What follows belongs to an exercise in optimizing a design on an open flow for small area and a short achievable clock period; a production flow would make more cautious choices.
The RTL was checked by simulation tests, not by an equivalence proof against the original design.
No activity file was given, so power comes from the tool's default toggle rates.

**design/flow/config.mk**
```make
export PLATFORM = sky130hd
export DESIGN_NAME = mac_unit
export DESIGN_NICKNAME = mac_unit
export VERILOG_FILES = /design/flow/design.v
export SDC_FILE = /design/flow/constraint.sdc
export NUM_CORES = 4
export LEC_CHECK = 0
export CAP_MARGIN = 20
export CORE_MARGIN = 2
export CORE_UTILIZATION = 40
export SLEW_MARGIN = 20
export SYNTH_HIERARCHICAL = 1
export SYNTH_MINIMUM_KEEP_SIZE = 0
```
**design/flow/constraint.sdc**
```tcl
create_clock -name core_clock -period 13.5 [get_ports {clk}]
set_input_delay 2.7000 -clock core_clock [delete_from_list [all_inputs] [get_ports {clk}]]
set_output_delay 2.7000 -clock core_clock [all_outputs]
set_load 0.01 [all_outputs]
```
**design/flow/design.v**
```verilog
module full_adder(input a,b,cin,
                  output sum,co);
assign sum=a^b^cin;
assign co=(a&b)|(b&cin)|(cin&a);
endmodule
module half_adder(input a,
                  input b,
                  output sum,
                  output carry);
assign sum=a^b;
assign carry=a&b;
endmodule
module mux2_1(input h,s,en,clr,
              output d);
assign d=~clr&(en?s:h);
endmodule
module mul_16x16(input clk,
                 input [15:0]a,
                 input [15:0]b,
                 output [31:0]c);
reg [15:0]ra_n,rb_n;    
reg [60:0]s2;      
reg [31:0]p3,p4;
wire pp0_0 = ~(ra_n[0] | rb_n[0]);
wire pp0_1 = ~(ra_n[0] | rb_n[1]);
wire pp0_2 = ~(ra_n[0] | rb_n[2]);
wire pp0_3 = ~(ra_n[0] | rb_n[3]);
wire pp0_4 = ~(ra_n[0] | rb_n[4]);
wire pp0_5 = ~(ra_n[0] | rb_n[5]);
wire pp0_6 = ~(ra_n[0] | rb_n[6]);
wire pp0_7 = ~(ra_n[0] | rb_n[7]);
wire pp0_8 = ~(ra_n[0] | rb_n[8]);
wire pp0_9 = ~(ra_n[0] | rb_n[9]);
wire pp0_10 = ~(ra_n[0] | rb_n[10]);
wire pp0_11 = ~(ra_n[0] | rb_n[11]);
wire pp0_12 = ~(ra_n[0] | rb_n[12]);
wire pp0_13 = ~(ra_n[0] | rb_n[13]);
wire pp0_14 = ~(ra_n[0] | rb_n[14]);
wire pp0_15 = ~(ra_n[0] | rb_n[15]);
wire pp1_0 = ~(ra_n[1] | rb_n[0]);
wire pp1_1 = ~(ra_n[1] | rb_n[1]);
wire pp1_2 = ~(ra_n[1] | rb_n[2]);
wire pp1_3 = ~(ra_n[1] | rb_n[3]);
wire pp1_4 = ~(ra_n[1] | rb_n[4]);
wire pp1_5 = ~(ra_n[1] | rb_n[5]);
wire pp1_6 = ~(ra_n[1] | rb_n[6]);
wire pp1_7 = ~(ra_n[1] | rb_n[7]);
wire pp1_8 = ~(ra_n[1] | rb_n[8]);
wire pp1_9 = ~(ra_n[1] | rb_n[9]);
wire pp1_10 = ~(ra_n[1] | rb_n[10]);
wire pp1_11 = ~(ra_n[1] | rb_n[11]);
wire pp1_12 = ~(ra_n[1] | rb_n[12]);
wire pp1_13 = ~(ra_n[1] | rb_n[13]);
wire pp1_14 = ~(ra_n[1] | rb_n[14]);
wire pp1_15 = ~(ra_n[1] | rb_n[15]);
wire pp2_0 = ~(ra_n[2] | rb_n[0]);
wire pp2_1 = ~(ra_n[2] | rb_n[1]);
wire pp2_2 = ~(ra_n[2] | rb_n[2]);
wire pp2_3 = ~(ra_n[2] | rb_n[3]);
wire pp2_4 = ~(ra_n[2] | rb_n[4]);
wire pp2_5 = ~(ra_n[2] | rb_n[5]);
wire pp2_6 = ~(ra_n[2] | rb_n[6]);
wire pp2_7 = ~(ra_n[2] | rb_n[7]);
wire pp2_8 = ~(ra_n[2] | rb_n[8]);
wire pp2_9 = ~(ra_n[2] | rb_n[9]);
wire pp2_10 = ~(ra_n[2] | rb_n[10]);
wire pp2_11 = ~(ra_n[2] | rb_n[11]);
wire pp2_12 = ~(ra_n[2] | rb_n[12]);
wire pp2_13 = ~(ra_n[2] | rb_n[13]);
wire pp2_14 = ~(ra_n[2] | rb_n[14]);
wire pp2_15 = ~(ra_n[2] | rb_n[15]);
wire pp3_0 = ~(ra_n[3] | rb_n[0]);
wire pp3_1 = ~(ra_n[3] | rb_n[1]);
wire pp3_2 = ~(ra_n[3] | rb_n[2]);
wire pp3_3 = ~(ra_n[3] | rb_n[3]);
wire pp3_4 = ~(ra_n[3] | rb_n[4]);
wire pp3_5 = ~(ra_n[3] | rb_n[5]);
wire pp3_6 = ~(ra_n[3] | rb_n[6]);
wire pp3_7 = ~(ra_n[3] | rb_n[7]);
wire pp3_8 = ~(ra_n[3] | rb_n[8]);
wire pp3_9 = ~(ra_n[3] | rb_n[9]);
wire pp3_10 = ~(ra_n[3] | rb_n[10]);
wire pp3_11 = ~(ra_n[3] | rb_n[11]);
wire pp3_12 = ~(ra_n[3] | rb_n[12]);
wire pp3_13 = ~(ra_n[3] | rb_n[13]);
wire pp3_14 = ~(ra_n[3] | rb_n[14]);
wire pp3_15 = ~(ra_n[3] | rb_n[15]);
wire pp4_0 = ~(ra_n[4] | rb_n[0]);
wire pp4_1 = ~(ra_n[4] | rb_n[1]);
wire pp4_2 = ~(ra_n[4] | rb_n[2]);
wire pp4_3 = ~(ra_n[4] | rb_n[3]);
wire pp4_4 = ~(ra_n[4] | rb_n[4]);
wire pp4_5 = ~(ra_n[4] | rb_n[5]);
wire pp4_6 = ~(ra_n[4] | rb_n[6]);
wire pp4_7 = ~(ra_n[4] | rb_n[7]);
wire pp4_8 = ~(ra_n[4] | rb_n[8]);
wire pp4_9 = ~(ra_n[4] | rb_n[9]);
wire pp4_10 = ~(ra_n[4] | rb_n[10]);
wire pp4_11 = ~(ra_n[4] | rb_n[11]);
wire pp4_12 = ~(ra_n[4] | rb_n[12]);
wire pp4_13 = ~(ra_n[4] | rb_n[13]);
wire pp4_14 = ~(ra_n[4] | rb_n[14]);
wire pp4_15 = ~(ra_n[4] | rb_n[15]);
wire pp5_0 = ~(ra_n[5] | rb_n[0]);
wire pp5_1 = ~(ra_n[5] | rb_n[1]);
wire pp5_2 = ~(ra_n[5] | rb_n[2]);
wire pp5_3 = ~(ra_n[5] | rb_n[3]);
wire pp5_4 = ~(ra_n[5] | rb_n[4]);
wire pp5_5 = ~(ra_n[5] | rb_n[5]);
wire pp5_6 = ~(ra_n[5] | rb_n[6]);
wire pp5_7 = ~(ra_n[5] | rb_n[7]);
wire pp5_8 = ~(ra_n[5] | rb_n[8]);
wire pp5_9 = ~(ra_n[5] | rb_n[9]);
wire pp5_10 = ~(ra_n[5] | rb_n[10]);
wire pp5_11 = ~(ra_n[5] | rb_n[11]);
wire pp5_12 = ~(ra_n[5] | rb_n[12]);
wire pp5_13 = ~(ra_n[5] | rb_n[13]);
wire pp5_14 = ~(ra_n[5] | rb_n[14]);
wire pp5_15 = ~(ra_n[5] | rb_n[15]);
wire pp6_0 = ~(ra_n[6] | rb_n[0]);
wire pp6_1 = ~(ra_n[6] | rb_n[1]);
wire pp6_2 = ~(ra_n[6] | rb_n[2]);
wire pp6_3 = ~(ra_n[6] | rb_n[3]);
wire pp6_4 = ~(ra_n[6] | rb_n[4]);
wire pp6_5 = ~(ra_n[6] | rb_n[5]);
wire pp6_6 = ~(ra_n[6] | rb_n[6]);
wire pp6_7 = ~(ra_n[6] | rb_n[7]);
wire pp6_8 = ~(ra_n[6] | rb_n[8]);
wire pp6_9 = ~(ra_n[6] | rb_n[9]);
wire pp6_10 = ~(ra_n[6] | rb_n[10]);
wire pp6_11 = ~(ra_n[6] | rb_n[11]);
wire pp6_12 = ~(ra_n[6] | rb_n[12]);
wire pp6_13 = ~(ra_n[6] | rb_n[13]);
wire pp6_14 = ~(ra_n[6] | rb_n[14]);
wire pp6_15 = ~(ra_n[6] | rb_n[15]);
wire pp7_0 = ~(ra_n[7] | rb_n[0]);
wire pp7_1 = ~(ra_n[7] | rb_n[1]);
wire pp7_2 = ~(ra_n[7] | rb_n[2]);
wire pp7_3 = ~(ra_n[7] | rb_n[3]);
wire pp7_4 = ~(ra_n[7] | rb_n[4]);
wire pp7_5 = ~(ra_n[7] | rb_n[5]);
wire pp7_6 = ~(ra_n[7] | rb_n[6]);
wire pp7_7 = ~(ra_n[7] | rb_n[7]);
wire pp7_8 = ~(ra_n[7] | rb_n[8]);
wire pp7_9 = ~(ra_n[7] | rb_n[9]);
wire pp7_10 = ~(ra_n[7] | rb_n[10]);
wire pp7_11 = ~(ra_n[7] | rb_n[11]);
wire pp7_12 = ~(ra_n[7] | rb_n[12]);
wire pp7_13 = ~(ra_n[7] | rb_n[13]);
wire pp7_14 = ~(ra_n[7] | rb_n[14]);
wire pp7_15 = ~(ra_n[7] | rb_n[15]);
wire pp8_0 = ~(ra_n[8] | rb_n[0]);
wire pp8_1 = ~(ra_n[8] | rb_n[1]);
wire pp8_2 = ~(ra_n[8] | rb_n[2]);
wire pp8_3 = ~(ra_n[8] | rb_n[3]);
wire pp8_4 = ~(ra_n[8] | rb_n[4]);
wire pp8_5 = ~(ra_n[8] | rb_n[5]);
wire pp8_6 = ~(ra_n[8] | rb_n[6]);
wire pp8_7 = ~(ra_n[8] | rb_n[7]);
wire pp8_8 = ~(ra_n[8] | rb_n[8]);
wire pp8_9 = ~(ra_n[8] | rb_n[9]);
wire pp8_10 = ~(ra_n[8] | rb_n[10]);
wire pp8_11 = ~(ra_n[8] | rb_n[11]);
wire pp8_12 = ~(ra_n[8] | rb_n[12]);
wire pp8_13 = ~(ra_n[8] | rb_n[13]);
wire pp8_14 = ~(ra_n[8] | rb_n[14]);
wire pp8_15 = ~(ra_n[8] | rb_n[15]);
wire pp9_0 = ~(ra_n[9] | rb_n[0]);
wire pp9_1 = ~(ra_n[9] | rb_n[1]);
wire pp9_2 = ~(ra_n[9] | rb_n[2]);
wire pp9_3 = ~(ra_n[9] | rb_n[3]);
wire pp9_4 = ~(ra_n[9] | rb_n[4]);
wire pp9_5 = ~(ra_n[9] | rb_n[5]);
wire pp9_6 = ~(ra_n[9] | rb_n[6]);
wire pp9_7 = ~(ra_n[9] | rb_n[7]);
wire pp9_8 = ~(ra_n[9] | rb_n[8]);
wire pp9_9 = ~(ra_n[9] | rb_n[9]);
wire pp9_10 = ~(ra_n[9] | rb_n[10]);
wire pp9_11 = ~(ra_n[9] | rb_n[11]);
wire pp9_12 = ~(ra_n[9] | rb_n[12]);
wire pp9_13 = ~(ra_n[9] | rb_n[13]);
wire pp9_14 = ~(ra_n[9] | rb_n[14]);
wire pp9_15 = ~(ra_n[9] | rb_n[15]);
wire pp10_0 = ~(ra_n[10] | rb_n[0]);
wire pp10_1 = ~(ra_n[10] | rb_n[1]);
wire pp10_2 = ~(ra_n[10] | rb_n[2]);
wire pp10_3 = ~(ra_n[10] | rb_n[3]);
wire pp10_4 = ~(ra_n[10] | rb_n[4]);
wire pp10_5 = ~(ra_n[10] | rb_n[5]);
wire pp10_6 = ~(ra_n[10] | rb_n[6]);
wire pp10_7 = ~(ra_n[10] | rb_n[7]);
wire pp10_8 = ~(ra_n[10] | rb_n[8]);
wire pp10_9 = ~(ra_n[10] | rb_n[9]);
wire pp10_10 = ~(ra_n[10] | rb_n[10]);
wire pp10_11 = ~(ra_n[10] | rb_n[11]);
wire pp10_12 = ~(ra_n[10] | rb_n[12]);
wire pp10_13 = ~(ra_n[10] | rb_n[13]);
wire pp10_14 = ~(ra_n[10] | rb_n[14]);
wire pp10_15 = ~(ra_n[10] | rb_n[15]);
wire pp11_0 = ~(ra_n[11] | rb_n[0]);
wire pp11_1 = ~(ra_n[11] | rb_n[1]);
wire pp11_2 = ~(ra_n[11] | rb_n[2]);
wire pp11_3 = ~(ra_n[11] | rb_n[3]);
wire pp11_4 = ~(ra_n[11] | rb_n[4]);
wire pp11_5 = ~(ra_n[11] | rb_n[5]);
wire pp11_6 = ~(ra_n[11] | rb_n[6]);
wire pp11_7 = ~(ra_n[11] | rb_n[7]);
wire pp11_8 = ~(ra_n[11] | rb_n[8]);
wire pp11_9 = ~(ra_n[11] | rb_n[9]);
wire pp11_10 = ~(ra_n[11] | rb_n[10]);
wire pp11_11 = ~(ra_n[11] | rb_n[11]);
wire pp11_12 = ~(ra_n[11] | rb_n[12]);
wire pp11_13 = ~(ra_n[11] | rb_n[13]);
wire pp11_14 = ~(ra_n[11] | rb_n[14]);
wire pp11_15 = ~(ra_n[11] | rb_n[15]);
wire pp12_0 = ~(ra_n[12] | rb_n[0]);
wire pp12_1 = ~(ra_n[12] | rb_n[1]);
wire pp12_2 = ~(ra_n[12] | rb_n[2]);
wire pp12_3 = ~(ra_n[12] | rb_n[3]);
wire pp12_4 = ~(ra_n[12] | rb_n[4]);
wire pp12_5 = ~(ra_n[12] | rb_n[5]);
wire pp12_6 = ~(ra_n[12] | rb_n[6]);
wire pp12_7 = ~(ra_n[12] | rb_n[7]);
wire pp12_8 = ~(ra_n[12] | rb_n[8]);
wire pp12_9 = ~(ra_n[12] | rb_n[9]);
wire pp12_10 = ~(ra_n[12] | rb_n[10]);
wire pp12_11 = ~(ra_n[12] | rb_n[11]);
wire pp12_12 = ~(ra_n[12] | rb_n[12]);
wire pp12_13 = ~(ra_n[12] | rb_n[13]);
wire pp12_14 = ~(ra_n[12] | rb_n[14]);
wire pp12_15 = ~(ra_n[12] | rb_n[15]);
wire pp13_0 = ~(ra_n[13] | rb_n[0]);
wire pp13_1 = ~(ra_n[13] | rb_n[1]);
wire pp13_2 = ~(ra_n[13] | rb_n[2]);
wire pp13_3 = ~(ra_n[13] | rb_n[3]);
wire pp13_4 = ~(ra_n[13] | rb_n[4]);
wire pp13_5 = ~(ra_n[13] | rb_n[5]);
wire pp13_6 = ~(ra_n[13] | rb_n[6]);
wire pp13_7 = ~(ra_n[13] | rb_n[7]);
wire pp13_8 = ~(ra_n[13] | rb_n[8]);
wire pp13_9 = ~(ra_n[13] | rb_n[9]);
wire pp13_10 = ~(ra_n[13] | rb_n[10]);
wire pp13_11 = ~(ra_n[13] | rb_n[11]);
wire pp13_12 = ~(ra_n[13] | rb_n[12]);
wire pp13_13 = ~(ra_n[13] | rb_n[13]);
wire pp13_14 = ~(ra_n[13] | rb_n[14]);
wire pp13_15 = ~(ra_n[13] | rb_n[15]);
wire pp14_0 = ~(ra_n[14] | rb_n[0]);
wire pp14_1 = ~(ra_n[14] | rb_n[1]);
wire pp14_2 = ~(ra_n[14] | rb_n[2]);
wire pp14_3 = ~(ra_n[14] | rb_n[3]);
wire pp14_4 = ~(ra_n[14] | rb_n[4]);
wire pp14_5 = ~(ra_n[14] | rb_n[5]);
wire pp14_6 = ~(ra_n[14] | rb_n[6]);
wire pp14_7 = ~(ra_n[14] | rb_n[7]);
wire pp14_8 = ~(ra_n[14] | rb_n[8]);
wire pp14_9 = ~(ra_n[14] | rb_n[9]);
wire pp14_10 = ~(ra_n[14] | rb_n[10]);
wire pp14_11 = ~(ra_n[14] | rb_n[11]);
wire pp14_12 = ~(ra_n[14] | rb_n[12]);
wire pp14_13 = ~(ra_n[14] | rb_n[13]);
wire pp14_14 = ~(ra_n[14] | rb_n[14]);
wire pp14_15 = ~(ra_n[14] | rb_n[15]);
wire pp15_0 = ~(ra_n[15] | rb_n[0]);
wire pp15_1 = ~(ra_n[15] | rb_n[1]);
wire pp15_2 = ~(ra_n[15] | rb_n[2]);
wire pp15_3 = ~(ra_n[15] | rb_n[3]);
wire pp15_4 = ~(ra_n[15] | rb_n[4]);
wire pp15_5 = ~(ra_n[15] | rb_n[5]);
wire pp15_6 = ~(ra_n[15] | rb_n[6]);
wire pp15_7 = ~(ra_n[15] | rb_n[7]);
wire pp15_8 = ~(ra_n[15] | rb_n[8]);
wire pp15_9 = ~(ra_n[15] | rb_n[9]);
wire pp15_10 = ~(ra_n[15] | rb_n[10]);
wire pp15_11 = ~(ra_n[15] | rb_n[11]);
wire pp15_12 = ~(ra_n[15] | rb_n[12]);
wire pp15_13 = ~(ra_n[15] | rb_n[13]);
wire pp15_14 = ~(ra_n[15] | rb_n[14]);
wire pp15_15 = ~(ra_n[15] | rb_n[15]);
wire s1, c2;
half_adder ha2(pp0_13, pp1_12, s1, c2);
wire s3, c4;
full_adder fa4(pp0_14, pp1_13, pp2_12, s3, c4);
wire s5, c6;
half_adder ha6(pp3_11, pp4_10, s5, c6);
wire s7, c8;
full_adder fa8(pp0_15, pp1_14, pp2_13, s7, c8);
wire s9, c10;
full_adder fa10(pp3_12, pp4_11, pp5_10, s9, c10);
wire s11, c12;
half_adder ha12(pp6_9, pp7_8, s11, c12);
wire s13, c14;
full_adder fa14(pp1_15, pp2_14, pp3_13, s13, c14);
wire s15, c16;
full_adder fa16(pp4_12, pp5_11, pp6_10, s15, c16);
wire s17, c18;
half_adder ha18(pp7_9, pp8_8, s17, c18);
wire s19, c20;
full_adder fa20(pp2_15, pp3_14, pp4_13, s19, c20);
wire s21, c22;
full_adder fa22(pp5_12, pp6_11, pp7_10, s21, c22);
wire s23, c24;
full_adder fa24(pp3_15, pp4_14, pp5_13, s23, c24);
wire s25, c26;
half_adder ha26(pp0_9, pp1_8, s25, c26);
wire s27, c28;
full_adder fa28(pp0_10, pp1_9, pp2_8, s27, c28);
wire s29, c30;
half_adder ha30(pp3_7, pp4_6, s29, c30);
wire s31, c32;
full_adder fa32(pp0_11, pp1_10, pp2_9, s31, c32);
wire s33, c34;
full_adder fa34(pp3_8, pp4_7, pp5_6, s33, c34);
wire s35, c36;
half_adder ha36(pp6_5, pp7_4, s35, c36);
wire s37, c38;
full_adder fa38(pp0_12, pp1_11, pp2_10, s37, c38);
wire s39, c40;
full_adder fa40(pp3_9, pp4_8, pp5_7, s39, c40);
wire s41, c42;
full_adder fa42(pp6_6, pp7_5, pp8_4, s41, c42);
wire s43, c44;
half_adder ha44(pp9_3, pp10_2, s43, c44);
wire s45, c46;
full_adder fa46(pp2_11, pp3_10, pp4_9, s45, c46);
wire s47, c48;
full_adder fa48(pp5_8, pp6_7, pp7_6, s47, c48);
wire s49, c50;
full_adder fa50(pp8_5, pp9_4, pp10_3, s49, c50);
wire s51, c52;
full_adder fa52(pp11_2, pp12_1, pp13_0, s51, c52);
wire s53, c54;
full_adder fa54(pp5_9, pp6_8, pp7_7, s53, c54);
wire s55, c56;
full_adder fa56(pp8_6, pp9_5, pp10_4, s55, c56);
wire s57, c58;
full_adder fa58(pp11_3, pp12_2, pp13_1, s57, c58);
wire s59, c60;
full_adder fa60(pp14_0, c2, s5, s59, c60);
wire s61, c62;
full_adder fa62(pp8_7, pp9_6, pp10_5, s61, c62);
wire s63, c64;
full_adder fa64(pp11_4, pp12_3, pp13_2, s63, c64);
wire s65, c66;
full_adder fa66(pp14_1, pp15_0, c6, s65, c66);
wire s67, c68;
full_adder fa68(s11, c4, s7, s67, c68);
wire s69, c70;
full_adder fa70(pp9_7, pp10_6, pp11_5, s69, c70);
wire s71, c72;
full_adder fa72(pp12_4, pp13_3, pp14_2, s71, c72);
wire s73, c74;
full_adder fa74(pp15_1, c12, s17, s73, c74);
wire s75, c76;
full_adder fa76(c8, c10, s13, s75, c76);
wire s77, c78;
full_adder fa78(pp8_9, pp9_8, pp10_7, s77, c78);
wire s79, c80;
full_adder fa80(pp11_6, pp12_5, pp13_4, s79, c80);
wire s81, c82;
full_adder fa82(pp14_3, pp15_2, c18, s81, c82);
wire s83, c84;
full_adder fa84(c14, c16, s19, s83, c84);
wire s85, c86;
full_adder fa86(pp6_12, pp7_11, pp8_10, s85, c86);
wire s87, c88;
full_adder fa88(pp9_9, pp10_8, pp11_7, s87, c88);
wire s89, c90;
full_adder fa90(pp12_6, pp13_5, pp14_4, s89, c90);
wire s91, c92;
full_adder fa92(pp15_3, c20, c22, s91, c92);
wire s93, c94;
full_adder fa94(pp4_15, pp5_14, pp6_13, s93, c94);
wire s95, c96;
full_adder fa96(pp7_12, pp8_11, pp9_10, s95, c96);
wire s97, c98;
full_adder fa98(pp10_9, pp11_8, pp12_7, s97, c98);
wire s99, c100;
full_adder fa100(pp13_6, pp14_5, pp15_4, s99, c100);
wire s101, c102;
full_adder fa102(pp5_15, pp6_14, pp7_13, s101, c102);
wire s103, c104;
full_adder fa104(pp8_12, pp9_11, pp10_10, s103, c104);
wire s105, c106;
full_adder fa106(pp11_9, pp12_8, pp13_7, s105, c106);
wire s107, c108;
full_adder fa108(pp6_15, pp7_14, pp8_13, s107, c108);
wire s109, c110;
full_adder fa110(pp9_12, pp10_11, pp11_10, s109, c110);
wire s111, c112;
full_adder fa112(pp7_15, pp8_14, pp9_13, s111, c112);
wire s113, c114;
half_adder ha114(pp0_6, pp1_5, s113, c114);
wire s115, c116;
full_adder fa116(pp0_7, pp1_6, pp2_5, s115, c116);
wire s117, c118;
half_adder ha118(pp3_4, pp4_3, s117, c118);
wire s119, c120;
full_adder fa120(pp0_8, pp1_7, pp2_6, s119, c120);
wire s121, c122;
full_adder fa122(pp3_5, pp4_4, pp5_3, s121, c122);
wire s123, c124;
half_adder ha124(pp6_2, pp7_1, s123, c124);
wire s125, c126;
full_adder fa126(pp2_7, pp3_6, pp4_5, s125, c126);
wire s127, c128;
full_adder fa128(pp5_4, pp6_3, pp7_2, s127, c128);
wire s129, c130;
full_adder fa130(pp8_1, pp9_0, s25, s129, c130);
wire s131, c132;
full_adder fa132(pp5_5, pp6_4, pp7_3, s131, c132);
wire s133, c134;
full_adder fa134(pp8_2, pp9_1, pp10_0, s133, c134);
wire s135, c136;
full_adder fa136(c26, s29, s27, s135, c136);
wire s137, c138;
full_adder fa138(pp8_3, pp9_2, pp10_1, s137, c138);
wire s139, c140;
full_adder fa140(pp11_0, c30, s35, s139, c140);
wire s141, c142;
full_adder fa142(c28, s31, s33, s141, c142);
wire s143, c144;
full_adder fa144(pp11_1, pp12_0, c36, s143, c144);
wire s145, c146;
full_adder fa146(s43, c32, c34, s145, c146);
wire s147, c148;
full_adder fa148(s37, s39, s41, s147, c148);
wire s149, c150;
full_adder fa150(c44, s1, c38, s149, c150);
wire s151, c152;
full_adder fa152(c40, c42, s45, s151, c152);
wire s153, c154;
full_adder fa154(s47, s49, s51, s153, c154);
wire s155, c156;
full_adder fa156(c46, c48, c50, s155, c156);
wire s157, c158;
full_adder fa158(c52, s53, s55, s157, c158);
wire s159, c160;
full_adder fa160(s57, s3, s59, s159, c160);
wire s161, c162;
full_adder fa162(c54, c56, c58, s161, c162);
wire s163, c164;
full_adder fa164(s61, s63, s9, s163, c164);
wire s165, c166;
full_adder fa166(c60, s65, s67, s165, c166);
wire s167, c168;
full_adder fa168(c62, c64, s69, s167, c168);
wire s169, c170;
full_adder fa170(s71, s15, c66, s169, c170);
wire s171, c172;
full_adder fa172(s73, c68, s75, s171, c172);
wire s173, c174;
full_adder fa174(c70, c72, s77, s173, c174);
wire s175, c176;
full_adder fa176(s79, s21, c74, s175, c176);
wire s177, c178;
full_adder fa178(s81, c76, s83, s177, c178);
wire s179, c180;
full_adder fa180(c78, c80, s85, s179, c180);
wire s181, c182;
full_adder fa182(s87, s89, s23, s181, c182);
wire s183, c184;
full_adder fa184(c82, c84, s91, s183, c184);
wire s185, c186;
full_adder fa186(c86, c88, c90, s185, c186);
wire s187, c188;
full_adder fa188(s93, s95, s97, s187, c188);
wire s189, c190;
full_adder fa190(s99, c24, c92, s189, c190);
wire s191, c192;
full_adder fa192(pp14_6, pp15_5, c94, s191, c192);
wire s193, c194;
full_adder fa194(c96, c98, c100, s193, c194);
wire s195, c196;
full_adder fa196(s101, s103, s105, s195, c196);
wire s197, c198;
full_adder fa198(pp12_9, pp13_8, pp14_7, s197, c198);
wire s199, c200;
full_adder fa200(pp15_6, c102, c104, s199, c200);
wire s201, c202;
full_adder fa202(c106, s107, s109, s201, c202);
wire s203, c204;
full_adder fa204(pp10_12, pp11_11, pp12_10, s203, c204);
wire s205, c206;
full_adder fa206(pp13_9, pp14_8, pp15_7, s205, c206);
wire s207, c208;
full_adder fa208(c108, c110, s111, s207, c208);
wire s209, c210;
full_adder fa210(pp8_15, pp9_14, pp10_13, s209, c210);
wire s211, c212;
full_adder fa212(pp11_12, pp12_11, pp13_10, s211, c212);
wire s213, c214;
full_adder fa214(pp14_9, pp15_8, c112, s213, c214);
wire s215, c216;
full_adder fa216(pp9_15, pp10_14, pp11_13, s215, c216);
wire s217, c218;
full_adder fa218(pp12_12, pp13_11, pp14_10, s217, c218);
wire s219, c220;
full_adder fa220(pp10_15, pp11_14, pp12_13, s219, c220);
wire s221, c222;
half_adder ha222(pp0_4, pp1_3, s221, c222);
wire s223, c224;
full_adder fa224(pp0_5, pp1_4, pp2_3, s223, c224);
wire s225, c226;
half_adder ha226(pp3_2, pp4_1, s225, c226);
wire s227, c228;
full_adder fa228(pp2_4, pp3_3, pp4_2, s227, c228);
wire s229, c230;
full_adder fa230(pp5_1, pp6_0, s113, s229, c230);
wire s231, c232;
full_adder fa232(pp5_2, pp6_1, pp7_0, s231, c232);
wire s233, c234;
full_adder fa234(c114, s117, s115, s233, c234);
wire s235, c236;
full_adder fa236(pp8_0, c118, s123, s235, c236);
wire s237, c238;
full_adder fa238(c116, s119, s121, s237, c238);
wire s239, c240;
full_adder fa240(c124, c120, c122, s239, c240);
wire s241, c242;
full_adder fa242(s125, s127, s129, s241, c242);
wire s243, c244;
full_adder fa244(c126, c128, s131, s243, c244);
wire s245, c246;
full_adder fa246(s133, c130, s135, s245, c246);
wire s247, c248;
full_adder fa248(c132, c134, s137, s247, c248);
wire s249, c250;
full_adder fa250(s139, c136, s141, s249, c250);
wire s251, c252;
full_adder fa252(c138, c140, s143, s251, c252);
wire s253, c254;
full_adder fa254(c142, s145, s147, s253, c254);
wire s255, c256;
full_adder fa256(c144, c146, c148, s255, c256);
wire s257, c258;
full_adder fa258(s149, s151, s153, s257, c258);
wire s259, c260;
full_adder fa260(c150, c152, c154, s259, c260);
wire s261, c262;
full_adder fa262(s155, s157, s159, s261, c262);
wire s263, c264;
full_adder fa264(c156, c158, s161, s263, c264);
wire s265, c266;
full_adder fa266(s163, c160, s165, s265, c266);
wire s267, c268;
full_adder fa268(c162, c164, s167, s267, c268);
wire s269, c270;
full_adder fa270(s169, c166, s171, s269, c270);
wire s271, c272;
full_adder fa272(c168, s173, c170, s271, c272);
wire s273, c274;
full_adder fa274(s175, c172, s177, s273, c274);
wire s275, c276;
full_adder fa276(c174, s179, s181, s275, c276);
wire s277, c278;
full_adder fa278(c176, c178, s183, s277, c278);
wire s279, c280;
full_adder fa280(c180, c182, s185, s279, c280);
wire s281, c282;
full_adder fa282(s187, c184, s189, s281, c282);
wire s283, c284;
full_adder fa284(c186, c188, s191, s283, c284);
wire s285, c286;
full_adder fa286(s193, s195, c190, s285, c286);
wire s287, c288;
full_adder fa288(s197, c192, c194, s287, c288);
wire s289, c290;
full_adder fa290(c196, s199, s201, s289, c290);
wire s291, c292;
full_adder fa292(c198, s203, s205, s291, c292);
wire s293, c294;
full_adder fa294(c200, c202, s207, s293, c294);
wire s295, c296;
full_adder fa296(c204, c206, s209, s295, c296);
wire s297, c298;
full_adder fa298(s211, c208, s213, s297, c298);
wire s299, c300;
full_adder fa300(pp15_9, c210, c212, s299, c300);
wire s301, c302;
full_adder fa302(s215, s217, c214, s301, c302);
wire s303, c304;
full_adder fa304(pp13_12, pp14_11, pp15_10, s303, c304);
wire s305, c306;
full_adder fa306(c216, c218, s219, s305, c306);
wire s307, c308;
full_adder fa308(pp11_15, pp12_14, pp13_13, s307, c308);
wire s309, c310;
full_adder fa310(pp14_12, pp15_11, c220, s309, c310);
wire s311, c312;
full_adder fa312(pp12_15, pp13_14, pp14_13, s311, c312);
wire s313, c314;
half_adder ha314(pp0_3, pp1_2, s313, c314);
wire s315, c316;
full_adder fa316(pp2_2, pp3_1, pp4_0, s315, c316);
wire s317, c318;
full_adder fa318(pp5_0, c222, s225, s317, c318);
wire s319, c320;
full_adder fa320(c226, c224, s227, s319, c320);
wire s321, c322;
full_adder fa322(c228, s231, c230, s321, c322);
wire s323, c324;
full_adder fa324(c232, s235, c234, s323, c324);
wire s325, c326;
full_adder fa326(c236, c238, s239, s325, c326);
wire s327, c328;
full_adder fa328(c240, s243, c242, s327, c328);
wire s329, c330;
full_adder fa330(c244, s247, c246, s329, c330);
wire s331, c332;
full_adder fa332(c248, s251, c250, s331, c332);
wire s333, c334;
full_adder fa334(c252, c254, s255, s333, c334);
wire s335, c336;
full_adder fa336(c256, c258, s259, s335, c336);
wire s337, c338;
full_adder fa338(c260, s263, c262, s337, c338);
wire s339, c340;
full_adder fa340(c264, s267, c266, s339, c340);
wire s341, c342;
full_adder fa342(c268, s271, c270, s341, c342);
wire s343, c344;
full_adder fa344(s275, c272, c274, s343, c344);
wire s345, c346;
full_adder fa346(c276, s279, c278, s345, c346);
wire s347, c348;
full_adder fa348(c280, s283, c282, s347, c348);
wire s349, c350;
full_adder fa350(c284, s287, s289, s349, c350);
wire s351, c352;
full_adder fa352(s291, c288, c290, s351, c352);
wire s353, c354;
full_adder fa354(c292, s295, c294, s353, c354);
wire s355, c356;
full_adder fa356(c296, s299, c298, s355, c356);
wire s357, c358;
full_adder fa358(s303, c300, s305, s357, c358);
wire s359, c360;
full_adder fa360(c304, s307, c306, s359, c360);
wire s361, c362;
full_adder fa362(pp15_12, c308, s311, s361, c362);
wire s363, c364;
full_adder fa364(pp13_15, pp14_14, pp15_13, s363, c364);
wire s365, c366;
half_adder ha366(pp0_2, pp1_1, s365, c366);
wire s367, c368;
full_adder fa368(pp2_1, pp3_0, s313, s367, c368);
wire s369, c370;
full_adder fa370(c314, s221, s315, s369, c370);
wire s371, c372;
full_adder fa372(c316, s223, s317, s371, c372);
wire s373, c374;
full_adder fa374(c318, s229, s319, s373, c374);
wire s375, c376;
full_adder fa376(c320, s233, s321, s375, c376);
wire s377, c378;
full_adder fa378(s237, c322, s323, s377, c378);
wire s379, c380;
full_adder fa380(s241, c324, s325, s379, c380);
wire s381, c382;
full_adder fa382(c326, s245, s327, s381, c382);
wire s383, c384;
full_adder fa384(s249, c328, s329, s383, c384);
wire s385, c386;
full_adder fa386(s253, c330, s331, s385, c386);
wire s387, c388;
full_adder fa388(s257, c332, s333, s387, c388);
wire s389, c390;
full_adder fa390(s261, c334, s335, s389, c390);
wire s391, c392;
full_adder fa392(c336, s265, s337, s391, c392);
wire s393, c394;
full_adder fa394(s269, c338, s339, s393, c394);
wire s395, c396;
full_adder fa396(s273, c340, s341, s395, c396);
wire s397, c398;
full_adder fa398(s277, c342, s343, s397, c398);
wire s399, c400;
full_adder fa400(s281, c344, s345, s399, c400);
wire s401, c402;
full_adder fa402(s285, c346, s347, s401, c402);
wire s403, c404;
full_adder fa404(s349, c286, c348, s403, c404);
wire s405, c406;
full_adder fa406(s293, c350, s351, s405, c406);
wire s407, c408;
full_adder fa408(s297, c352, s353, s407, c408);
wire s409, c410;
full_adder fa410(s301, c354, s355, s409, c410);
wire s411, c412;
full_adder fa412(s357, c302, c356, s411, c412);
wire s413, c414;
full_adder fa414(s309, c358, s359, s413, c414);
wire s415, c416;
full_adder fa416(s361, c310, c360, s415, c416);
wire s417, c418;
full_adder fa418(s363, c312, c362, s417, c418);
wire s419, c420;
full_adder fa420(pp14_15, pp15_14, c364, s419, c420);
wire [60:0]s2_d;
assign s2_d[0] = pp0_0;    
assign s2_d[1] = pp0_1;    
assign s2_d[2] = pp1_0;    
assign s2_d[3] = s365;    
assign s2_d[4] = pp2_0;    
assign s2_d[5] = c366;    
assign s2_d[6] = s367;    
assign s2_d[7] = c368;    
assign s2_d[8] = s369;    
assign s2_d[9] = c370;    
assign s2_d[10] = s371;    
assign s2_d[11] = c372;    
assign s2_d[12] = s373;    
assign s2_d[13] = c374;    
assign s2_d[14] = s375;    
assign s2_d[15] = c376;    
assign s2_d[16] = s377;    
assign s2_d[17] = c378;    
assign s2_d[18] = s379;    
assign s2_d[19] = c380;    
assign s2_d[20] = s381;    
assign s2_d[21] = c382;    
assign s2_d[22] = s383;    
assign s2_d[23] = c384;    
assign s2_d[24] = s385;    
assign s2_d[25] = c386;    
assign s2_d[26] = s387;    
assign s2_d[27] = c388;    
assign s2_d[28] = s389;    
assign s2_d[29] = c390;    
assign s2_d[30] = s391;    
assign s2_d[31] = c392;    
assign s2_d[32] = s393;    
assign s2_d[33] = c394;    
assign s2_d[34] = s395;    
assign s2_d[35] = c396;    
assign s2_d[36] = s397;    
assign s2_d[37] = c398;    
assign s2_d[38] = s399;    
assign s2_d[39] = c400;    
assign s2_d[40] = s401;    
assign s2_d[41] = c402;    
assign s2_d[42] = s403;    
assign s2_d[43] = c404;    
assign s2_d[44] = s405;    
assign s2_d[45] = c406;    
assign s2_d[46] = s407;    
assign s2_d[47] = c408;    
assign s2_d[48] = s409;    
assign s2_d[49] = c410;    
assign s2_d[50] = s411;    
assign s2_d[51] = c412;    
assign s2_d[52] = s413;    
assign s2_d[53] = c414;    
assign s2_d[54] = s415;    
assign s2_d[55] = c416;    
assign s2_d[56] = s417;    
assign s2_d[57] = c418;    
assign s2_d[58] = s419;    
assign s2_d[59] = c420;    
assign s2_d[60] = pp15_15;    
wire [31:0]x3 = {1'b0, s2[59], s2[57], s2[55], s2[53], s2[51], s2[49], s2[47], s2[45], s2[43], s2[41], s2[39], s2[37], s2[35], s2[33], s2[31], s2[29], s2[27], s2[25], s2[23], s2[21], s2[19], s2[17], s2[15], s2[13], s2[11], s2[9], s2[7], s2[5], s2[3], s2[1], s2[0]};
wire [31:0]y3 = {1'b0, s2[60], s2[58], s2[56], s2[54], s2[52], s2[50], s2[48], s2[46], s2[44], s2[42], s2[40], s2[38], s2[36], s2[34], s2[32], s2[30], s2[28], s2[26], s2[24], s2[22], s2[20], s2[18], s2[16], s2[14], s2[12], s2[10], s2[8], s2[6], s2[4], s2[2], 1'b0};
always @(posedge clk)
 begin
  ra_n<=~a;
  rb_n<=~b;
  s2<=s2_d;
  p3<=x3+y3;
  p4<=p3;
 end
assign c=p4;
endmodule
module accumulator(input clk,en,clr,
                   input [31:0]a,
                   output [39:0]c);
reg [39:0]acc;
wire [39:0]sum=acc+{8'b0,a};
wire [39:0]d;
genvar i;
generate
 for (i=0;i<40;i=i+1)
  begin : sel
   mux2_1 m(acc[i],sum[i],en,clr,d[i]);
  end
endgenerate
always @(posedge clk)
  acc <= d;
assign c = acc;
endmodule
module mac_unit(input clk,en,clr,
                input [15:0]a,b,
                output [39:0]c);
wire [31:0]temp1;
mul_16x16 m1(clk,a,b,temp1);
accumulator a1(clk,en,clr,temp1,c);
endmodule
```
**design/flow/flow/run.sh**
```bash
#!/bin/bash
# The standard layout (standard.sh), with two changes:
#  - the port buffers are plain buf_1 cells;
#  - setup repair aims for 9.7 ns of slack at the design's clock period.
# ORFS writes each step's full log under orfs/logs/; make's own output goes to standard.log.
export BUFFER_PORTS_ARGS="-buffer_cell sky130_fd_sc_hd__buf_1"
export SETUP_SLACK_MARGIN=9.7
bash standard.sh > standard.log 2>&1
```
**design/flow/standard.sh**
```bash
#!/bin/bash
# synth_recipe.tcl (not shown) runs the flow's synth.tcl, then flattens the netlist and writes it again
# the make line also repeats each setting of config.mk as NAME=value (left out here)
make -C /OpenROAD-flow-scripts/flow DESIGN_CONFIG=/design/flow/config.mk WORK_HOME=/design/flow/orfs CLKGATE_MAP_FILE= SYNTH_SCRIPT=/design/flow/synth_recipe.tcl "${@:-finish}"
```
==> results of run 1 <==
layout make-up:
| class | instances | area, µm² | share of cell area, % |
|---|---|---|---|
| Tap cell | 448 | 560.5 | 3.788 |
| Clock buffer | 18 | 429.2 | 2.900 |
| Multi-Input combinational cell | 1043 | 9215 | 62.27 |
| Sequential cell | 197 | 3965 | 26.79 |
| Clock inverter | 14 | 138.9 | 0.9384 |
| Timing Repair Buffer | 77 | 302.8 | 2.046 |
| Inverter | 50 | 187.7 | 1.268 |
per-layer routing:
layer	share of wire, %	vias up	wire [µm]	global-route usage, %
met1	46	4698	14550	25.34
met2	46	320	14300	29.54
met4	1.9	0	599	5.258
met5	0	-	0	0
met3	6.0	47	1864	3.930
li1	-	4536	-	-
per-module statistics from Yosys (local to each module, per instance), excerpt:
module | area, µm² | cells | flip-flops and latches
mul_16x16 | 6364 | 777 | 157
accumulator | 2683 | 303 | 40
full_adder | 20.02 | 1 | 0
mux2_1 | 13.76 | 2 | 0
half_adder | 12.51 | 1 | 0
synthesized netlist by cell type (3+ instances only):
| master | count | area, µm² |
|---|---|---|
| and3_1 | 5 | 31.28 |
| fa_1 | 197 | 3944 |
| o21a_1 | 6 | 45.04 |
| a21o_1 | 24 | 180.2 |
| ha_1 | 77 | 963.4 |
| inv_1 | 50 | 187.7 |
| buf_2 | 6 | 30.03 |
| xnor2_1 | 34 | 297.8 |
| nand3_1 | 15 | 75.07 |
| nor3_1 | 11 | 55.05 |
| nor2b_1 | 3 | 18.77 |
| nand4_1 | 10 | 62.56 |
| a31oi_1 | 7 | 43.79 |
| nand3b_1 | 4 | 30.03 |
| clkbuf_1 | 61 | 229.0 |
| nand2_1 | 53 | 198.9 |
| o31ai_1 | 3 | 22.52 |
| nand2b_1 | 4 | 25.02 |
| o21ai_0 | 22 | 110.1 |
| a211oi_1 | 10 | 75.07 |
| xor2_1 | 23 | 201.4 |
| dfxtp_1 | 197 | 3944 |
| o211ai_1 | 6 | 45.04 |
| nor2_1 | 340 | 1276 |
| mux2i_1 | 42 | 420.4 |
| a211oi_2 | 7 | 87.58 |
| buf_1 | 8 | 30.03 |
| buf_6 | 4 | 45.04 |
| o21bai_1 | 10 | 75.07 |
| nor4_1 | 4 | 25.02 |
| a21oi_1 | 64 | 320.3 |
| o21ai_1 | 11 | 55.05 |
worst reg2reg max path, delay by kind of cell (launching register included):
kind / cells / cell delay (ns)
adders and majority gates: 5 / 2.54
DFF: 1 / 0.87
and+or+nand+nor: 1 / 0.15
metrics by stage:
stage,utilization (%),std cells
after CTS,43.99,1847
after global routing,44.02,1847
after floorplan,-,1370
final,44.02,1847
after detailed placement,42.27,1815
after global placement,42.27,1815
state kept, by name, indices dropped and copies added (netlist names):
signal   count
a1.acc      40
m1.p3       32
m1.p4       32
m1.ra_n     16
m1.rb_n     16
m1.s2       61
report_power, final:
| part | total (W) | internal [W] | switching (W) |
|---|---|---|---|
| clock network | 0.000491 | 0.000245 | 0.000246 |
| logic | 0.00176 | 0.000742 | 0.00101 |
| registers | 0.000911 | 0.000801 | 0.000110 |
logic make-up (layout without fill, tap and decap cells):
logic type,count (synthesis),in the layout,share of synthesized area [%]
AND/OR/NAND/NOR,465,465,14.18
adder cells (fa/ha/maj),274,274,35.85
AO/OA/AOI/OAI,204,204,10.49
flip-flops,197,197,28.81
buffers and inverters,130,159,3.867
XOR/XNOR,57,57,3.647
multiplexers,43,43,3.154
path summary, 6_finish.rpt:
path                                   to       start  slack (ns)  cells past startpoint
worst max-delay path                c[33]  a1.acc[33]        9.77                      1
worst min-delay path             m1.p4[5]    m1.p3[5]        0.32                      0
worst max register to register  m1.s2[36]  m1.ra_n[9]        9.83                      6
worst min register to register   m1.p4[5]    m1.p3[5]        0.32                      0
what timing repair did:
action,in CTS,in global routing
gates cloned,0,0
hold endpoints to repair,0,0
resized for setup,9,8
setup endpoints to repair,4,12
==> impl_metrics.toml, run 1 <==
[route]
drt_iter0_drc = 855
drt_pass1_iterations = 5
finalWirelength_mm = 31.32
drc_errors = 0
wire_per_inst_um = 16.96
num_vias = 9601
via_per_inst = 5.198
ant_nets = 0

[setup_path]
cp-start-kind = "flip-flop"
worstPathArrival_ns = 1.03
worst_setup_path_end_kind = "primary output"
required_ns = 10.80
cpLargestDelayFamily = "flip-flops"
worstPathCellList = "buf_1"
criticalPathCategory = "reg -> out"
crit_path_max_fanout = 5
worst-path-buf-inv = 1
cpPeakStageDelay_ns = 0.41
cpMaxStageDelayCell = "dfxtp_1"

[power_and_ir_drop]
power_leakage_nw = 6.606
peakVddDrop_mv = 0.1257
p_per_area_mw_per_mm2 = 213.4
power.total_w = 0.003158

[logic_synthesis]
async_reset_ff_share_pct = 0
synth_flop_cell = "dfxtp_1"
synth-seq-cells = 197
synth_seq_area_share_pct = 28.81
syn_area_mm2 = 0.01369
syn_area_per_cell_um2 = 9.991
syn_inst = 1370
synth-edff-count = 0
ys_types = 74
syn_nets = 1679
ys.warnings.count = 8

[floorplan]
start_util_pct = 40.72
dieWidth_um = 189.0
io_pins = 75
num_rows = 67
coreArea_mm2 = 0.03362
die-area_mm2 = 0.03572
die_h_um = 189.0

[timing]
finalCriticalPeriod_ns = 3.730
max-slew-margin-rel_pct = 40.45
finalHoldViolations = 0
max_freq_mhz = 268.1
drv_slew = 0
skew_ns = 0.01023
fin_crit_sh_pct = 27.63
whs_ns = 0.3185
worst_slack_ns = 9.770
tightest_slew_ns = 0.8933
setup_tns_ns = 0
setup_viol = 0
rsz0062_at_grt = "yes"

[final_layout]
final_area_mm2 = 0.01480
final_cell_mix = "340 x nor2_1, 197 x fa_1, 180 x dfxtp_1"
drive_gt1_share_pct = 5.861
fillers = 3209
area_growth_syn_to_layout_pct = 8.117
nets = 1695
final_common_cell = "nor2_1"
n_antenna_cell = 0

[clock_network]
post_cts_buffers = 0
clk_latency_ns = 0.45
cts_buffers = 17
clockBufferDepth = 2
cts.reportedPaths.clkPinSlew_ns = 0.08
h-tree-depth = 4
cts.sinks = 197
cts_tree = "yes"
hold_buffers = 0
root_buffer = "clkbuf_16"

[placement]
dpl.hpwl_mm = 23.35
placed_area_mm2 = 0.01421
pre_cts_ws_ns = 9.648
portBuffers = 74
gp_congestion = 0.8681

[run_status]
status = "timing/DRC/antenna clean"

[global_route]
grt_max_degree = 41
grt_pass1_wl_mm = 52.28
grt_usage_pct = 18.48
grt_overflow = 0
grt_pass1_vias = 10040
antenna_found_initial = 0

[hold_path]
hold_path_class = "reg -> reg"

[flow_run]
maxCapViolations = 0
==> run 2, diff against run 1 <==
--- a/design/flow/config.mk
+++ b/design/flow/config.mk
@@ -9,4 +9,5 @@
 export CORE_MARGIN = 2
 export CORE_UTILIZATION = 40
+export CTS_BUF_LIST = sky130_fd_sc_hd__clkbuf_8
 export SLEW_MARGIN = 20
 export SYNTH_HIERARCHICAL = 1
==> impl_metrics.toml, run 2 <==
[logic_synthesis]
syn_area_mm2 = 0.01369
syn_nets = 1679
yosysTopAreaCell = "dfxtp_1"
ys.warnings.count = 8
synth-edff-count = 0
yosysMostFrequentCell = "nor2_1"
synth_seq_area_share_pct = 28.81
synth-seq-cells = 197
synth_commonest_cells = "340 x nor2_1, 197 x dfxtp_1, 197 x fa_1"
syn_inst = 1370
syn_area_per_cell_um2 = 9.991
async_reset_ff_share_pct = 0
synth_flop_cell = "dfxtp_1"
ys_types = 74
synth_top_area_share_pct = 28.81
synth.area.top_cells = "dfxtp_1 29%, fa_1 29%, nor2_1 9.3%, ha_1 7.0%, mux2i_1 3.1%"

[final_layout]
final_area_mm2 = 0.01466
final_common_cell = "nor2_1"
final_cell_mix = "340 x nor2_1, 197 x fa_1, 156 x dfxtp_1"
regMostFlops = "m1.s2"
largest_register_ffs = 61
fillers = 3228
top_regs = "m1.s2 (61), a1.acc (40)"
nets = 1695
drive_gt1_share_pct = 8.935
n_antenna_cell = 0
final_cells = 1847
area_growth_syn_to_layout_pct = 7.130

[clock_network]
cts.sinks = 197
clockBufferDepth = 2
cts_buffers = 17
cts.reportedPaths.clkPinSlew_ns = 0.11
cts_tree = "yes"
root_buffer = "clkbuf_8"
post_cts_buffers = 0
clk_latency_ns = 0.48
h-tree-depth = 4

[setup_path]
worstPathArrival_ns = 1.03
critPathLaunch = "a1.acc[18]"
cpMaxStageDelayCell = "dfxtp_1"
criticalPathCategory = "reg -> out"
timing.rr.start = "m1.rb_n[6]"
worst_setup_path_end_kind = "primary output"
required_ns = 10.80
rrSetupSlack_ns = 9.83
worstPathCellList = "buf_1"
cp-start-kind = "flip-flop"
cpPeakStageDelay_ns = 0.39
worstRegToRegCells = 6
crit_path_max_fanout = 3
cpLargestDelayFamily = "flip-flops"
worst-path-buf-inv = 1
regToRegEndpoint = "m1.s2[36]"

[power_and_ir_drop]
swShare_pct = 44.57
p_int_w = 0.001686
power.clock.fraction_pct = 12.0
power_leakage_nw = 6.598
power.total_w = 0.003041
power.switching_w = 0.001356
seq_power_share_pct = 30.1
peakVddDrop_mv = 0.09423
comb_power_share_pct = 57.9
p_per_area_mw_per_mm2 = 207.4

[route]
finalWirelength_mm = 31.23
drt_iter0_drc = 879
ant_nets = 0
drt_pass1_iterations = 8
drc_errors = 0
num_vias = 9598
via_per_inst = 5.197
wire_per_inst_um = 16.91

[flow_run]
maxCapViolations = 0

[hold_path]
whs_path_depth = 0
min_to = "m1.p4[5]"
hold_path_class = "reg -> reg"
min_from = "m1.p3[5]"

[timing]
finalHoldViolations = 0
setup_viol = 0
max-slew-margin-rel_pct = 40.74
setup_tns_ns = 0
whs_ns = 0.3216
finalCriticalPeriod_ns = 3.733
fin_crit_sh_pct = 27.65
max_freq_mhz = 267.9
drv_slew = 0
tightest_slew_ns = 0.8890
skew_ns = 0.01312
rsz0062_at_grt = "yes"

[global_route]
grt_usage_pct = 18.43
grt_pass1_wl_mm = 52.21
antenna_found_initial = 0
grt_pass1_vias = 10027
grt_overflow = 0
grt_max_degree = 41

[placement]
dp_cells = 1815
dpl.hpwl_mm = 23.35
placed_area_mm2 = 0.01421
gp_congestion = 0.8681
portBuffers = 74

[floorplan]
io_pins = 75
start_util_pct = 40.72
coreArea_mm2 = 0.03362
dieWidth_um = 189.0
die-area_mm2 = 0.03572
die_h_um = 189.0
num_rows = 67

[run_status]
status = "timing/DRC/antenna clean"
run 2: layer usage:
| metal | up-vias | GRT usage [%] | part of all wire (%) | wire [µm] |
|---|---|---|---|---|
| li1 | 4544 | - | - | - |
| met1 | 4689 | 25.52 | 46 | 14510 |
| met2 | 332 | 29.61 | 45 | 14200 |
| met3 | 33 | 3.540 | 6.5 | 2041 |
| met4 | 0 | 4.898 | 1.6 | 485 |
| met5 | - | 0 | 0 | 0 |
run 2: cells by family after synthesis:
family,share of synthesized area [%]
buffers and inverters,3.867
adder cells (fa/ha/maj),35.85
flip-flops,28.81
AND/OR/NAND/NOR,14.18
XOR/XNOR,3.647
AO/OA/AOI/OAI,10.49
multiplexers,3.154
run 2: final cells by class:
type | count | area, µm² | area share, %
repair buffers | 77 | 326.6 | 2.227
clock inverters | 15 | 142.6 | 0.9727
flip-flops and latches | 197 | 3998 | 27.26
inverters | 50 | 187.7 | 1.280
well taps | 448 | 560.5 | 3.823
clock buffers | 17 | 234.0 | 1.596
multi-input cells | 1043 | 9215 | 62.84
run 2: worst max path at each step:
| stage | slack (ns) | endpoint | depth (start not counted) |
|---|---|---|---|
| global route | 9.69 | m1.s2[36] | 6 |
| floorplan | 9.83 | m1.s2[36] | 9 |
| CTS | 9.70 | m1.s2[32] | 7 |
| finish | 9.77 | c[18] | 1 |
| detailed placement | 9.65 | a1.acc[31] | 4 |
| global placement | 9.66 | a1.acc[30] | 4 |
run 2: power groups by stage:
stage                     combinational (W)  sequential, W  clock (W)
after floorplan                     0.00139       0.000880          0
after global placement              0.00171       0.000920          0
after detailed placement            0.00175       0.000923          0
after CTS                           0.00176       0.000912   0.000383
after global routing                0.00199       0.000936   0.000407
final                               0.00176       0.000914   0.000365
run 2: Yosys stat by module, one instance, submodules excluded, a selection:
module	copies in the design	cell area [µm²]	cells inside	flops+latches
half_adder	15	12.51	1	0
mux2_1	40	13.76	2	0
accumulator	1	2683	303	40
mul_16x16	1	6364	777	157
full_adder	195	20.02	1	0
run 2: through the flow:
stage | utilization [%] | setup WS (ns)
2_1_floorplan | - | 9.832
3_3_place_gp | 42.27 | 9.663
3_5_place_dp | 42.27 | 9.648
4_1_cts | 43.48 | 9.695
5_1_grt | 43.62 | 9.687
6_report | 43.62 | 9.767
run 2: repair_timing:
item,in CTS,in global routing
gates resized for setup,24,37
hold buffers,0,0
endpoints found under the setup margin,19,36
==> run 3, diff against run 2 <==
==> design/flow/flow/run.sh (replaced) <==
#!/bin/bash
# The standard layout (standard.sh), with two changes:
#  - the port buffers are plain buf_1 cells;
#  - setup repair aims for 10.0 ns of slack at the design's clock period.
# ORFS writes each step's full log under orfs/logs/; make's own output goes to standard.log.
export BUFFER_PORTS_ARGS="-buffer_cell sky130_fd_sc_hd__buf_1"
export SETUP_SLACK_MARGIN=10.0
bash standard.sh > standard.log 2>&1
--- a/design/flow/config.mk
+++ b/design/flow/config.mk
@@ -9,5 +9,4 @@
 export CORE_MARGIN = 2
 export CORE_UTILIZATION = 40
-export CTS_BUF_LIST = sky130_fd_sc_hd__clkbuf_8
 export SLEW_MARGIN = 20
 export SYNTH_HIERARCHICAL = 1
==> impl_metrics.toml, run 3 <==
[floorplan]
num_rows = 67
start_util_pct = 40.72
die-area_mm2 = 0.03572
io_pins = 75
dieWidth_um = 189.0
die_h_um = 189.0
coreArea_mm2 = 0.03362

[final_layout]
area_growth_syn_to_layout_pct = 15.32
largest_register_ffs = 61
utilization_pct = 46.96
drive_gt1_share_pct = 16.55
register_area_mm2 = 0.004089
regMostFlops = "m1.s2"
final_common_cell = "nor2_1"
final_cells = 1910
nets = 1758
multi_input_area_mm2 = 0.009218
fillers = 3138
top_regs = "m1.s2 (61), a1.acc (40)"
final_cell_mix = "339 x nor2_1, 197 x fa_1, 125 x dfxtp_1"
n_antenna_cell = 0
final_area_mm2 = 0.01579

[timing]
fin_crit_sh_pct = 26.83
finalCriticalPeriod_ns = 3.622
rsz0062_at_grt = "yes"
setup_viol = 0
drv_slew = 0
skew_ns = 0.01888
tightest_slew_ns = 0.9035
max-slew-margin-rel_pct = 39.76
max_freq_mhz = 276.1
worst_slack_ns = 9.878
setup_tns_ns = 0
finalHoldViolations = 0

[placement]
portBuffers = 74
pre_cts_ws_ns = 9.629
dp_cells = 1813
gp_congestion = 0.8705
placed_area_mm2 = 0.01419
dpl.hpwl_mm = 23.11

[logic_synthesis]
ys_types = 74
async_reset_ff_share_pct = 0
syn_area_per_cell_um2 = 9.991
synth-seq-cells = 197
yosysMostFrequentCell = "nor2_1"
synth-edff-count = 0
syn_nets = 1679
yosysTopAreaCell = "dfxtp_1"
synth_commonest_cells = "340 x nor2_1, 197 x dfxtp_1, 197 x fa_1"
ys.warnings.count = 8
synth_flop_cell = "dfxtp_1"
synth_top_area_share_pct = 28.81
synth.area.top_cells = "dfxtp_1 29%, fa_1 29%, nor2_1 9.3%, ha_1 7.0%, mux2i_1 3.1%"
syn_area_mm2 = 0.01369
syn_inst = 1370
synth_seq_area_share_pct = 28.81

[clock_network]
cts_tree = "yes"
cts.sinks = 197
clockBufferDepth = 2
clk_latency_ns = 0.45
hold_buffers = 0
h-tree-depth = 4
cts_buffers = 17
cts.reportedPaths.clkPinSlew_ns = 0.09
root_buffer = "clkbuf_16"

[route]
finalWirelength_mm = 31.91
wire_per_inst_um = 16.71
drc_errors = 0
via_per_inst = 5.230
drt_iter0_drc = 879
drt_pass1_iterations = 5
num_vias = 9989
ant_nets = 0

[setup_path]
crit_path_max_fanout = 2
worstPathArrival_ns = 0.92
timing.rr.start = "m1.ra_n[6]"
worst_setup_path_end_kind = "primary output"
rrSetupSlack_ns = 10.08
critPathLaunch = "a1.acc[24]"
cp-start-kind = "flip-flop"
cpMaxStageDelayCell = "dfxtp_2"
required_ns = 10.80
worstPathCellList = "buf_6"
worst-path-buf-inv = 1
worstRegToRegCells = 7
criticalPathCategory = "reg -> out"
cpPeakStageDelay_ns = 0.37
cpLargestDelayFamily = "flip-flops"
regToRegEndpoint = "m1.s2[38]"

[global_route]
grt_overflow = 0
grtUsageMet2_pct = 30.47
grt_max_degree = 41
grt_pass1_vias = 10358
busiest_layer = "met2"
antenna_found_initial = 0
use_met3_pct = 3.855
grt_usage_pct = 18.44
use_met1_pct = 24.33
grt_pass1_wl_mm = 52.54

[power_and_ir_drop]
p_per_area_mw_per_mm2 = 210.4
peakVddDrop_mv = 0.1231
power_leakage_nw = 7.194

[run_status]
status = "timing/DRC/antenna clean"

[hold_path]
min_to = "m1.p4[7]"
whs_path_depth = 0
hold_path_class = "reg -> reg"
min_from = "m1.p3[7]"

[flow_run]
maxCapViolations = 0
## run 3: cell count changes in the layout (fill, tap and decap cells not counted), moves of 4 or more
cell / previous run / this run
buf_4: 3 / 64
buf_6: 0 / 41
dfxtp_1: 156 / 125
buf_1: 53 / 32
dfxtp_4: 1 / 22
clkbuf_16: 0 / 17
clkbuf_8: 17 / 0
clkbuf_2: 17 / 2
dfxtp_2: 40 / 50
inv_6: 5 / 0
inv_12: 0 / 4
## run 3: through the flow
step / power, W / hold WS (ns)
floorplan: 0.002271 / 0.3096
global placement: 0.002637 / 0.3104
detailed placement: 0.002670 / 0.3121
CTS: 0.003333 / 0.3291
global route: 0.003611 / 0.3334
finish: 0.003321 / 0.3283
## run 3: routing by layer
layer / part of all wire, % / vias to the layer above / wire [µm]
li1: - / 4676 / -
met1: 45 / 4885 / 14340
met2: 46 / 384 / 14730
met3: 7.1 / 44 / 2251
met4: 1.8 / 0 / 586
met5: 0 / - / 0
## run 3: area by class of cell
type                            count  share of cell area (%)
Tap cell                          448                   3.551
Timing Repair Buffer              140                   6.825
Inverter                           50                   1.189
Sequential cell                   197                   25.90
Multi-Input combinational cell   1043                   58.39
Clock inverter                     15                   1.443
Clock buffer                       17                   2.695
## run 3: worst max path at each step
stage | end | slack, ns | cells after the start
final | c[24] | 9.88 | 1
after global routing | c[24] | 9.85 | 1
after CTS | c[24] | 9.86 | 1
after global placement | a1.acc[30] | 9.66 | 4
after detailed placement | a1.acc[27] | 9.63 | 4
after floorplan | m1.s2[36] | 10.0 | 9
## run 3: report_power, final
| group | total, W | switching [W] | internal (W) |
|---|---|---|---|
| clock network | 0.000552 | 0.000274 | 0.000278 |
| logic | 0.00186 | 0.00104 | 0.000821 |
| registers | 0.000904 | 0.0000991 | 0.000805 |
## run 3: worst reg2reg max path: stages, from the launching register on
cell and delay, ns:
dfxtp_4 0.50, nor2_1 0.10, fa_1 0.42, fa_1 0.52, fa_1 0.43, fa_1 0.39, fa_1 0.51, fa_1 0.42
## run 3: Yosys stat by module (local to each module, per instance), excerpt
module       area (µm²)  cells  copies in the design  flops+latches
mul_16x16          6364    777                     1            157
half_adder        12.51      1                    15              0
mux2_1            13.76      2                    40              0
full_adder        20.02      1                   195              0
accumulator        2683    303                     1             40
## run 3: kinds of logic after synthesis
kind of cell | synth area share [%]
muxes | 3.154
DFF | 28.81
buffers and inverters | 3.867
and+or+nand+nor | 14.18
adders and majority gates | 35.85
xor gates and xnor gates | 3.647
AOI/OAI and AO/OA | 10.49
## run 3: timing repair
| action | CTS | global route |
|---|---|---|
| setup buffers | 39 | 26 |
| gates resized for setup | 166 | 10 |
| endpoints found under the setup margin | 59 | 50 |
==> run 4, diff against run 3 <==
==> design/flow/flow/run.sh (replaced) <==
#!/bin/bash
# The standard layout (standard.sh), with two changes:
#  - the port buffers are plain buf_1 cells;
#  - setup repair aims for 9.80 ns of slack at the design's clock period.
# ORFS writes each step's full log under orfs/logs/; make's own output goes to standard.log.
export BUFFER_PORTS_ARGS="-buffer_cell sky130_fd_sc_hd__buf_1"
export SETUP_SLACK_MARGIN=9.80
bash standard.sh > standard.log 2>&1
--- a/design/flow/config.mk
+++ b/design/flow/config.mk
@@ -9,4 +9,5 @@
 export CORE_MARGIN = 2
 export CORE_UTILIZATION = 40
+export CTS_BUF_LIST = sky130_fd_sc_hd__clkbuf_8
 export SLEW_MARGIN = 20
 export SYNTH_HIERARCHICAL = 1
==> impl_metrics.toml, run 4 <==
[logic_synthesis]
synth-edff-count = 0
syn_area_mm2 = 0.01369
synth_seq_area_share_pct = 28.81
synth.area.top_cells = "dfxtp_1 29%, fa_1 29%, nor2_1 9.3%, ha_1 7.0%, mux2i_1 3.1%"
syn_nets = 1679
synth-seq-cells = 197
synth_top_area_share_pct = 28.81
synth_commonest_cells = "340 x nor2_1, 197 x dfxtp_1, 197 x fa_1"
ys.warnings.count = 8
yosysTopAreaCell = "dfxtp_1"
syn_area_per_cell_um2 = 9.991
ys_types = 74
synth_flop_cell = "dfxtp_1"
async_reset_ff_share_pct = 0
yosysMostFrequentCell = "nor2_1"
syn_inst = 1370

[power_and_ir_drop]
p_per_area_mw_per_mm2 = 205.2
p_int_w = 0.001755
power.clock.fraction_pct = 11.8
comb_power_share_pct = 59.2
power.switching_w = 0.001373
seq_power_share_pct = 29.1
peakVddDrop_mv = 0.09432
power_leakage_nw = 6.950
swShare_pct = 43.90

[floorplan]
io_pins = 75
start_util_pct = 40.72
die-area_mm2 = 0.03572
coreArea_mm2 = 0.03362
dieWidth_um = 189.0
die_h_um = 189.0
num_rows = 67

[global_route]
grt_pass1_vias = 10254
grt_max_degree = 41
grt_usage_pct = 18.62
use_met3_pct = 3.466
grt_overflow = 0
grt_pass1_wl_mm = 52.86
antenna_found_initial = 0
use_met1_pct = 25.53
busiest_layer = "met2"
grtUsageMet2_pct = 30.32

[clock_network]
cts.sinks = 197
clk_latency_ns = 0.49
hold_buffers = 0
h-tree-depth = 4
cts_buffers = 17
root_buffer = "clkbuf_8"
clockBufferDepth = 2
cts.reportedPaths.clkPinSlew_ns = 0.11
cts_tree = "yes"

[route]
drc_errors = 0
ant_nets = 0
num_vias = 9774
finalWirelength_mm = 31.63
via_per_inst = 5.177
drt_iter0_drc = 860
wire_per_inst_um = 16.75
drt_pass1_iterations = 5

[run_status]
status = "timing/DRC/antenna clean"

[placement]
gp_congestion = 0.8681
dpl.hpwl_mm = 23.35
placed_area_mm2 = 0.01421
portBuffers = 74

[setup_path]
cpMaxStageDelayCell = "dfxtp_4"
criticalPathCategory = "reg -> out"
required_ns = 10.80
path_depth = 1
crit_path_max_fanout = 4
cpLargestDelayFamily = "flip-flops"
worstPathCellList = "buf_6"
worst_setup_path_end_kind = "primary output"
worstPathArrival_ns = 0.97
worstRegToRegCells = 6
worst-path-buf-inv = 1
cp-start-kind = "flip-flop"
cpPeakStageDelay_ns = 0.37

[timing]
finalHoldViolations = 0
rsz0062_at_grt = "yes"
drv_slew = 0
fin_crit_sh_pct = 27.18
setup_viol = 0
tightest_slew_ns = 0.9042
max_freq_mhz = 272.5
skew_ns = 0.01435
finalCriticalPeriod_ns = 3.669
setup_tns_ns = 0
max-slew-margin-rel_pct = 39.72

[final_layout]
largest_register_ffs = 61
regMostFlops = "m1.s2"
n_antenna_cell = 0
nets = 1736
drive_gt1_share_pct = 14.24
final_cell_mix = "340 x nor2_1, 197 x fa_1, 138 x dfxtp_1"
fillers = 3163
final_common_cell = "nor2_1"
final_area_mm2 = 0.01524
area_growth_syn_to_layout_pct = 11.35
top_regs = "m1.s2 (61), a1.acc (40)"

[hold_path]
whs_path_depth = 0
hold_path_class = "reg -> reg"

[flow_run]
maxCapViolations = 0
## run 4: cell counts after synthesis
No cell type changed its count.
## run 4: Yosys stat by module, one instance, submodules excluded, a selection
module       cell area (µm²)  copies in the design
half_adder             12.51                    15
mux2_1                 13.76                    40
accumulator             2683                     1
full_adder             20.02                   195
mul_16x16               6364                     1
## run 4: layout make-up
cell class | instances | area [µm²] | area share (%)
multi-input cells | 1043 | 9215 | 60.46
flip-flops and latches | 197 | 4035 | 26.47
repair buffers | 118 | 867.1 | 5.689
well taps | 448 | 560.5 | 3.678
clock buffers | 17 | 234.0 | 1.535
inverters | 50 | 187.7 | 1.231
clock inverters | 15 | 142.6 | 0.9358
## run 4: what timing repair did
action,in CTS,in global routing
gates resized for setup,112,27
setup endpoints to repair,51,42
setup buffers,39,2
## run 4: through the flow
step	utilization (%)	std cells	power (W)	hold slack [ns]	worst slack (ns)
6_report	45.34	1888	0.003128	0.3197	9.831
5_1_grt	45.34	1888	0.003424	0.3266	9.771
4_1_cts	44.91	1886	0.003119	0.3208	9.787
3_5_place_dp	42.27	1815	0.002669	0.3121	9.648
3_3_place_gp	42.27	1815	0.002632	0.3105	9.663
2_1_floorplan	-	1370	0.002270	0.3096	9.832
## run 4: worst paths after layout
check / from / endpoint / slack (ns)
max: a1.acc[35] / c[35] / 9.83
min: m1.p3[4] / m1.p4[4] / 0.32
max reg2reg: m1.rb_n[5] / m1.s2[36] / 9.85
min reg2reg: m1.p3[4] / m1.p4[4] / 0.32
## run 4: kinds of logic (layout without fill, tap and decap cells)
kind of cell / Yosys count / in the layout / share of synthesized area, %
buf+inv: 130 / 200 / 3.867
flops: 197 / 197 / 28.81
compound gates: 204 / 204 / 10.49
mux: 43 / 43 / 3.154
xor+xnor: 57 / 57 / 3.647
fa+ha+maj: 274 / 274 / 35.85
simple gates: 465 / 465 / 14.18
## run 4: routing by layer
| layer | vias to the layer above | share of wire (%) |
|---|---|---|
| met5 | - | 0 |
| met4 | 0 | 1.5 |
| met3 | 34 | 5.8 |
| met2 | 319 | 46 |
| met1 | 4796 | 46 |
| li1 | 4625 | - |
## run 4: power groups by stage
stage	Sequential [W]	Clock (W)	Combinational [W]
after global placement	0.000920	0	0.00171
after floorplan	0.000880	0	0.00139
final	0.000910	0.000368	0.00185
after detailed placement	0.000923	0	0.00175
after global routing	0.000930	0.000407	0.00209
after CTS	0.000906	0.000383	0.00183

==> port drivers added, routing unchanged <==
How much do the figures lean on ideal ports? The routed layouts below were timed once more, with nothing changed but the port constraints. Step 1 assumes that a clkbuf_16 drives the clock port and a buf_2 every other input. Step 2 times the ports against the registers' clock, not the clock port: input delays grow and output delays shrink by t, the midpoint of the rising clock arrivals with the driver on. a / b / c = ideal / step 1 / step 2; a / b = the first two.
| run | t (ns) | setup WS [ns] | hold WS [ns] | worst register clock-pin slew, ns |
|---|---|---|---|---|
| run 1 | 0.488 | 9.770 / 9.721 / 9.652 | 0.318 / 0.318 / 0.318 | 0.08 / 0.08 |
| run 2 | 0.527 | 9.767 / 9.719 / 9.649 | 0.322 / 0.322 / 0.322 | 0.11 / 0.11 |
| run 3 | 0.488 | 9.878 / 9.833 / 9.771 | 0.328 / 0.328 / 0.328 | 0.09 / 0.09 |
| run 4 | 0.530 | 9.831 / 9.783 / 9.643 | 0.320 / 0.320 / 0.320 | 0.11 / 0.11 |
After both steps every run listed still meets setup and hold. The setup slack of run 4, which loses most, moves by -0.048 ns with the drivers and by -0.188 ns with both steps.
